Context: an optimization exercise on an open-source flow, tuned for small area, a short achievable clock period and few clock cycles per item. The choices shown serve that exercise and are no tape-out recipe. RTL that was checked went through simulation tests only; none was proved equivalent to the original.

==> flow/design.v <==
`timescale 1ns/1ps
module SBGCDCtrl (
  input      [31:0]   io_sb_SBaddress,
  input               io_sb_SBvalid,
  input      [31:0]   io_sb_SBwdata,
  input               io_sb_SBwrite,
  input      [3:0]    io_sb_SBsize,
  output              io_sb_SBready,
  output     [31:0]   io_sb_SBrdata,
  input               io_sel,
  output              io_irq,
  input               clk,
  input               reset
);
  wire        acc   = io_sb_SBvalid && io_sel;
  wire [7:0]  addr  = io_sb_SBaddress[7:0];
  wire        wr    = acc && io_sb_SBwrite;
  wire        rd    = acc && !io_sb_SBwrite;
  wire        wrA   = wr && (addr == 8'h00);
  wire        wrB   = wr && (addr == 8'h04);
  wire        wrGo  = wr && (addr == 8'h10);
  wire        start = wrGo && (io_sb_SBwdata == 32'h00000001);
  wire        rdRes = rd && (addr == 8'h08);
  reg  [31:0] regA;
  reg  [31:0] regB;
  reg         readyReg;
  reg         irqReg;
  reg         busy;      
  reg         resValid;  
  reg         reload;    
  reg         irqPrev;   
  reg         selA, selB, selR, selS;
  wire [31:0] nextA = wrA ? io_sb_SBwdata : regA;
  wire [31:0] nextB = wrB ? io_sb_SBwdata : regB;
  wire        load  = wrA || wrB || reload;
  reg  [31:0] x;
  reg  [31:0] y;
  reg  [4:0]  c;         
  reg         fin;       
  wire [31:0] xd = x ^ y;
  wire        eq = ~|xd;
  wire        ce = eq || fin;
  wire        done = ce && (c == 5'd0);
  wire        ex = ~x[0];
  wire        ey = ~y[0];
  wire        fresh  = busy && ce && (c[4:2] == 3'd0) && !(c[1] && c[0]);
  wire        irqNow = irqReg || fresh;
  wire [31:0] p = ~xd;
  wire [31:0] g = x & ~y;
  reg  [32:0] gc;
  reg  [32:0] pc;
  reg  [32:0] gt, pt;
  integer i, s;
  always @(*) begin
    gt = {g, 1'b0};
    pt = {p, 1'b1};
    for (s = 1; s < 33; s = s * 2) begin
      for (i = 2 * s - 1; i < 33; i = i + 2 * s) begin
        gt[i] = gt[i] | (pt[i] & gt[i - s]);
        pt[i] = pt[i] & pt[i - s];
      end
    end
    for (s = 16; s >= 1; s = s / 2) begin
      for (i = 3 * s - 1; i < 33; i = i + 2 * s) begin
        gt[i] = gt[i] | (pt[i] & gt[i - s]);
        pt[i] = pt[i] & pt[i - s];
      end
    end
    gc = gt;
    pc = pt;
  end
  wire [32:0] c1  = gc | pc;
  wire        neg = ~c1[32];
  wire [31:0] ad  = neg ? ~(p ^ gc[31:0]) : (p ^ c1[31:0]);
  wire [31:0] t = ex ? x : (ey ? y : xd);
  wire [2:0]  kz = t[1] ? 3'd1 : t[2] ? 3'd2 : t[3] ? 3'd3 : t[4] ? 3'd4 :
                   t[5] ? 3'd5 : t[6] ? 3'd6 : 3'd7;
  wire        both = ex && ey;
  wire        both4 = both && !x[1] && !y[1];
  wire [2:0]  k = both4 ? 3'd2 : both ? 3'd1 : kz;
  wire [31:0] w = ex ? x : (ey ? y : ad);
  wire [31:0] r = w >> k;
  wire        step  = !ce;
  wire        halfY = step && both;
  wire        dblX  = ce && (c != 5'd0);
  wire        dbl2  = c[4:1] != 4'd0;
  wire [31:0] keep  = ex ? y : (ey ? x : (neg ? x : y));
  always @(posedge clk) begin
    if (load) begin
      x   <= nextA;
      y   <= nextB;
      c   <= 5'd0;
      fin <= 1'b0;
    end else if (dblX) begin
      x   <= dbl2 ? {x[29:0], 2'b00} : {x[30:0], 1'b0};
      c   <= c - (dbl2 ? 5'd2 : 5'd1);
      fin <= 1'b1;
    end else if (step) begin
      x <= r;
      if (halfY) begin
        y <= both4 ? {2'b00, y[31:2]} : {1'b0, y[31:1]};
        c <= c + (both4 ? 5'd2 : 5'd1);
      end else begin
        y <= keep;
      end
    end
  end
  always @(posedge clk or posedge reset) begin
    if (reset) begin
      regA     <= 32'h00000000;
      regB     <= 32'h00000000;
      readyReg <= 1'b0;
      irqReg   <= 1'b0;
      busy     <= 1'b0;
      resValid <= 1'b0;
      reload   <= 1'b1;
      irqPrev  <= 1'b0;
      selA     <= 1'b0;
      selB     <= 1'b0;
      selR     <= 1'b0;
      selS     <= 1'b0;
    end else begin
      regA     <= nextA;
      regB     <= nextB;
      reload   <= 1'b0;
      readyReg <= acc;
      irqPrev  <= irqNow;
      selA     <= rd && (addr == 8'h00);
      selB     <= rd && (addr == 8'h04);
      selR     <= rdRes && (resValid || fresh);
      selS     <= rd && (addr == 8'h0c);
      if (start)
        busy <= 1'b1;
      else if (fresh)
        busy <= 1'b0;
      if (rdRes)
        irqReg <= 1'b0;
      else if (fresh)
        irqReg <= 1'b1;
      if (wrA || wrB || wrGo)
        resValid <= 1'b0;
      else if (fresh)
        resValid <= 1'b1;
    end
  end
  assign io_sb_SBready = readyReg;
  assign io_irq        = irqNow;
  assign io_sb_SBrdata = ({32{selA}} & regA) | ({32{selB}} & regB) |
                         ({32{selR}} & x) | {31'd0, selS & irqPrev};
endmodule
Settings: LEC_CHECK=0, CAP_MARGIN=10, CORE_MARGIN=2, CORE_UTILIZATION=40, CTS_BUF_LIST=sky130_fd_sc_hd__clkbuf_8, SETUP_SLACK_MARGIN=5, SLEW_MARGIN=10; clock period 10.0 ns.
standard.sh (not shown) runs the stock make flow with config.mk's settings and CLKGATE_MAP_FILE= SYNTH_SCRIPT=/design/flow/synth_recipe.tcl, a recipe that flattens the netlist after the stock synthesis.
==> flow/flow/run.sh <==
#!/bin/bash
# The standard layout (the standard.sh, standard synthesis included), with
# the port buffers made from sky130_fd_sc_hd__buf_1 instead of the buffer that
# buffer_ports picks by default (a slow, large delay buffer). Every port still
# gets its own buffer.
set -euo pipefail
export BUFFER_PORTS_ARGS="-buffer_cell sky130_fd_sc_hd__buf_1"
bash standard.sh > standard.log 2>&1
The baseline went through all stages and came out clean.
==> next run, changes <==
--- a/flow/design.v
+++ b/flow/design.v
@@ -42,9 +42,9 @@
   wire        ce = eq || fin;
   wire        done = ce && (c == 5'd0);
   wire        ex = ~x[0];
   wire        ey = ~y[0];
-  wire        fresh  = busy && ce && (c[4:2] == 3'd0) && !(c[1] && c[0]);
+  wire        fresh  = busy && ce && (c[4:1] == 4'd0);
   wire        irqNow = irqReg || fresh;
   wire [31:0] p = ~xd;
   wire [31:0] g = x & ~y;
   reg  [32:0] gc;
@@ -75,32 +75,30 @@
   wire [31:0] t = ex ? x : (ey ? y : xd);
   wire [2:0]  kz = t[1] ? 3'd1 : t[2] ? 3'd2 : t[3] ? 3'd3 : t[4] ? 3'd4 :
                    t[5] ? 3'd5 : t[6] ? 3'd6 : 3'd7;
   wire        both = ex && ey;
-  wire        both4 = both && !x[1] && !y[1];
-  wire [2:0]  k = both4 ? 3'd2 : both ? 3'd1 : kz;
+  wire [2:0]  k = both ? 3'd1 : kz;
   wire [31:0] w = ex ? x : (ey ? y : ad);
   wire [31:0] r = w >> k;
   wire        step  = !ce;
   wire        halfY = step && both;
   wire        dblX  = ce && (c != 5'd0);
-  wire        dbl2  = c[4:1] != 4'd0;
   wire [31:0] keep  = ex ? y : (ey ? x : (neg ? x : y));
   always @(posedge clk) begin
     if (load) begin
       x   <= nextA;
       y   <= nextB;
       c   <= 5'd0;
       fin <= 1'b0;
     end else if (dblX) begin
-      x   <= dbl2 ? {x[29:0], 2'b00} : {x[30:0], 1'b0};
-      c   <= c - (dbl2 ? 5'd2 : 5'd1);
+      x   <= {x[30:0], 1'b0};
+      c   <= c - 5'd1;
       fin <= 1'b1;
     end else if (step) begin
       x <= r;
       if (halfY) begin
-        y <= both4 ? {2'b00, y[31:2]} : {1'b0, y[31:1]};
-        c <= c + (both4 ? 5'd2 : 5'd1);
+        y <= {1'b0, y[31:1]};
+        c <= c + 5'd1;
       end else begin
         y <= keep;
       end
     end
After rerunning: Cell count goes up by 3.5%. Clock skew goes down by 3.6 ps. Routed wire length goes down by 1.6%. Sequential cell count is unchanged. Utilization goes up by 0.85 points. Global-route usage goes up by 0.67 points. Final area goes down by 1.4%. Count of clock-buffer cells in the layout goes up by 1. Setup slack is worse by 170 ps. Via count goes up by 1.3%. Maximum frequency goes down by 3.2%. Hold slack is better by 11 ps.
Testbench counts after the change, summed over its fixed seeds: cycles 34,963, items 2,400.
Only the layout flow was run in the first run of this note; the RTL was not checked for function there.

* * *

== red ==
// SBGCDCtrl: RTL as listed in full above, without the edits since
Settings: LEC_CHECK=0, CAP_MARGIN=10, CORE_MARGIN=2, CORE_UTILIZATION=40, CTS_BUF_LIST=sky130_fd_sc_hd__clkbuf_8, PLACE_DENSITY=0.8, SETUP_SLACK_MARGIN=5, SLEW_MARGIN=10; clock period 10.0 ns.
Scripts as last shown in full above: flow/flow/run.sh
Here is what was changed in the inputs of purple compared with red.
--- a/flow/design.v
+++ b/flow/design.v
@@ -40,13 +40,13 @@
   wire [31:0] xd = x ^ y;
   wire        eq = ~|xd;
   wire        ce = eq || fin;
   wire        done = ce && (c == 5'd0);
   wire        ex = ~x[0];
   wire        ey = ~y[0];
-  wire        fresh  = busy && ce && (c[4:2] == 3'd0) && !(c[1] && c[0]);
+  wire        fresh  = busy && ce && (c[4:1] == 4'd0);
   wire        irqNow = irqReg || fresh;
   wire [31:0] p = ~xd;
   wire [31:0] g = x & ~y;
   reg  [32:0] gc;
   reg  [32:0] pc;
   reg  [32:0] gt, pt;
@@ -73,36 +73,34 @@
   wire        neg = ~c1[32];
   wire [31:0] ad  = neg ? ~(p ^ gc[31:0]) : (p ^ c1[31:0]);
   wire [31:0] t = ex ? x : (ey ? y : xd);
   wire [2:0]  kz = t[1] ? 3'd1 : t[2] ? 3'd2 : t[3] ? 3'd3 : t[4] ? 3'd4 :
                    t[5] ? 3'd5 : t[6] ? 3'd6 : 3'd7;
   wire        both = ex && ey;
-  wire        both4 = both && !x[1] && !y[1];
-  wire [2:0]  k = both4 ? 3'd2 : both ? 3'd1 : kz;
+  wire [2:0]  k = both ? 3'd1 : kz;
   wire [31:0] w = ex ? x : (ey ? y : ad);
   wire [31:0] r = w >> k;
   wire        step  = !ce;
   wire        halfY = step && both;
   wire        dblX  = ce && (c != 5'd0);
-  wire        dbl2  = c[4:1] != 4'd0;
   wire [31:0] keep  = ex ? y : (ey ? x : (neg ? x : y));
   always @(posedge clk) begin
     if (load) begin
       x   <= nextA;
       y   <= nextB;
       c   <= 5'd0;
       fin <= 1'b0;
     end else if (dblX) begin
-      x   <= dbl2 ? {x[29:0], 2'b00} : {x[30:0], 1'b0};
-      c   <= c - (dbl2 ? 5'd2 : 5'd1);
+      x   <= {x[30:0], 1'b0};
+      c   <= c - 5'd1;
       fin <= 1'b1;
     end else if (step) begin
       x <= r;
       if (halfY) begin
-        y <= both4 ? {2'b00, y[31:2]} : {1'b0, y[31:1]};
-        c <= c + (both4 ? 5'd2 : 5'd1);
+        y <= {1'b0, y[31:1]};
+        c <= c + 5'd1;
       end else begin
         y <= keep;
       end
     end
   end
   always @(posedge clk or posedge reset) begin
Findings:
- purple: done, clean on timing, DRC and antenna
- When purple is measured against red, its smallest hold slack turns out 0.030 ns higher.
- Sort purple and red by cell area desc -> top: red
- Row overall track demand over capacity in global routing: purple lower / red higher
- On delay contributed by the slowest stage of the critical path: between purple and red, it ends up higher for purple.
Testbench counts of purple, summed over its fixed seeds: cycles 34,963, items 2,400.
Function not checked in red: the RTL went through the layout flow alone.

* * *

SBGCDCtrl, a different RTL version from the one above (not shown whole).
For scale: ~1600 cells after synthesis, ~140 flip-flops.
==> module SBGCDCtrl, before the edit <==
module SBGCDCtrl (
  input      [31:0]   io_sb_SBaddress,
  input               io_sb_SBvalid,
  input      [31:0]   io_sb_SBwdata,
  input               io_sb_SBwrite,
  input      [3:0]    io_sb_SBsize,
  output              io_sb_SBready,
  output     [31:0]   io_sb_SBrdata,
  input               io_sel,
  output              io_irq,
  input               clk,
  input               reset
);
  wire        acc   = io_sb_SBvalid && io_sel;
  wire [7:0]  addr  = io_sb_SBaddress[7:0];
  wire        wr    = acc && io_sb_SBwrite;
  wire        rd    = acc && !io_sb_SBwrite;
  wire        wrA   = wr && (addr == 8'h00);
  wire        wrB   = wr && (addr == 8'h04);
  wire        wrGo  = wr && (addr == 8'h10);
  wire        start = wrGo && (io_sb_SBwdata == 32'h00000001);
  wire        rdRes = rd && (addr == 8'h08);
  reg  [31:0] regA;
  reg  [31:0] regB;
  reg         readyReg;
  reg         irqReg;
  reg         busy;      
  reg         resValid;  
  reg         reload;    
  reg         irqPrev;   
  reg         selA, selB, selR, selS;
  wire [31:0] nextA = wrA ? io_sb_SBwdata : regA;
  wire [31:0] nextB = wrB ? io_sb_SBwdata : regB;
  wire        load  = wrA || wrB || reload;
  reg  [31:0] x;
  reg  [31:0] y;
  reg  [4:0]  c;         
  reg         fin;       
  wire [31:0] xd = x ^ y;
  wire        eq = ~|xd;
  wire        ce = eq || fin;
  wire        done = ce && (c == 5'd0);
  wire        ex = ~x[0];
  wire        ey = ~y[0];
  wire        fresh  = busy && done;
  wire        irqNow = irqReg || fresh;
  wire [31:0] p = ~xd;
  wire [31:0] g = x & ~y;
  reg  [32:0] gc;
  reg  [32:0] pc;
  reg  [32:0] gt, pt;
  integer i, s;
  always @(*) begin
    gt = {g, 1'b0};
    pt = {p, 1'b1};
    for (s = 1; s < 33; s = s * 2) begin
      for (i = 32; i >= s; i = i - 1) begin
        gt[i] = gt[i] | (pt[i] & gt[i - s]);
        pt[i] = pt[i] & pt[i - s];
      end
    end
    gc = gt;
    pc = pt;
  end
  wire [32:0] c1  = gc | pc;
  wire        neg = ~c1[32];
  wire [31:0] ad  = neg ? ~(p ^ gc[31:0]) : (p ^ c1[31:0]);
  wire [31:0] t = ex ? x : (ey ? y : xd);
  wire [2:0]  kz = t[1] ? 3'd1 : t[2] ? 3'd2 : t[3] ? 3'd3 : t[4] ? 3'd4 :
                   t[5] ? 3'd5 : t[6] ? 3'd6 : 3'd7;
  wire        both = ex && ey;
  wire [2:0]  k = both ? 3'd1 : kz;
  wire [31:0] w = ex ? x : (ey ? y : ad);
  wire [31:0] r = w >> k;
  wire        updX = !ce && (ex || (!ey && !neg));
  wire        updY = !ce && !ex && (ey || neg);
  wire        halfY = !ce && both;
  wire        dblX = ce && (c != 5'd0);
  always @(posedge clk) begin
    if (load) begin
      x   <= nextA;
      y   <= nextB;
      c   <= 5'd0;
      fin <= 1'b0;
    end else begin
      if (dblX) begin
        x   <= {x[30:0], 1'b0};
        c   <= c - 5'd1;
        fin <= 1'b1;
      end else if (updX) begin
        x <= r;
      end
      if (halfY) begin
        y <= {1'b0, y[31:1]};
        c <= c + 5'd1;
      end else if (updY) begin
        y <= r;
      end
    end
  end
  always @(posedge clk or posedge reset) begin
    if (reset) begin
      regA     <= 32'h00000000;
      regB     <= 32'h00000000;
      readyReg <= 1'b0;
      irqReg   <= 1'b0;
      busy     <= 1'b0;
      resValid <= 1'b0;
      reload   <= 1'b1;
      irqPrev  <= 1'b0;
      selA     <= 1'b0;
      selB     <= 1'b0;
      selR     <= 1'b0;
      selS     <= 1'b0;
    end else begin
      regA     <= nextA;
      regB     <= nextB;
      reload   <= 1'b0;
      readyReg <= acc;
      irqPrev  <= irqNow;
      selA     <= rd && (addr == 8'h00);
      selB     <= rd && (addr == 8'h04);
      selR     <= rdRes && (resValid || fresh);
      selS     <= rd && (addr == 8'h0c);
      if (start)
        busy <= 1'b1;
      else if (done)
        busy <= 1'b0;
      if (rdRes)
        irqReg <= 1'b0;
      else if (fresh)
        irqReg <= 1'b1;
      if (wrA || wrB || wrGo)
        resValid <= 1'b0;
      else if (fresh)
        resValid <= 1'b1;
    end
  end
  assign io_sb_SBready = readyReg;
  assign io_irq        = irqNow;
  assign io_sb_SBrdata = ({32{selA}} & regA) | ({32{selB}} & regB) |
                         ({32{selR}} & x) | {31'd0, selS & irqPrev};
endmodule
Settings: LEC_CHECK=0, CAP_MARGIN=20, CORE_MARGIN=2, CORE_UTILIZATION=40, SETUP_SLACK_MARGIN=5, SLEW_MARGIN=20; clock period 10.0 ns.
Scripts as last shown in full above: flow/flow/run.sh
Testbench counts at the start, summed over its fixed seeds: cycles 35,714, items 2,400.
Then changed:
--- a/flow/design.v
+++ b/flow/design.v
@@ -53,11 +53,17 @@
   integer i, s;
   always @(*) begin
     gt = {g, 1'b0};
     pt = {p, 1'b1};
     for (s = 1; s < 33; s = s * 2) begin
-      for (i = 32; i >= s; i = i - 1) begin
+      for (i = 2 * s - 1; i < 33; i = i + 2 * s) begin
+        gt[i] = gt[i] | (pt[i] & gt[i - s]);
+        pt[i] = pt[i] & pt[i - s];
+      end
+    end
+    for (s = 16; s >= 1; s = s / 2) begin
+      for (i = 3 * s - 1; i < 33; i = i + 2 * s) begin
         gt[i] = gt[i] | (pt[i] & gt[i - s]);
         pt[i] = pt[i] & pt[i - s];
       end
     end
     gc = gt;
Non-clock buffer count grows by 41; flip-flop and latch count stays the same; hold slack is about the same.
Testbench counts after the change, summed over its fixed seeds: cycles 35,714, items 2,400.

-- port drivers added, routing unchanged --
Ports are ideal in the flow. The routed layouts listed here were re-timed in OpenROAD. Step 1 assumes that a clkbuf_16 drives the clock port and a buf_2 every other input. Step 2 times the ports against the registers' clock, not the clock port: input delays grow and output delays shrink by t, the midpoint of the rising clock arrivals with the driver on. a / b / c = ideal ports / drivers / drivers and shift; a / b = the first two.
run | t, ns | slack for setup (ns) | worst setup path after step 2
the first run of note 1 | 0.520 | 5.054 / 5.009 / 4.584 | input to register
the second run of note 1 | 0.489 | 4.888 / 4.848 / 4.617 | input to register
red | 0.532 | 4.982 / 4.967 / 4.677 | input to register
purple | 0.489 | 4.941 / 4.904 / 4.785 | input to register
the first run of note 3 | 0.465 | 4.996 / 4.949 / 4.768 | input to register
the second run of note 3 | 0.475 | 5.005 / 4.959 / 4.831 | input to register
After both steps every run listed still meets setup and hold. The setup slack of the first run of note 1, which loses most, moves by -0.045 ns with the drivers and by -0.470 ns with both steps.
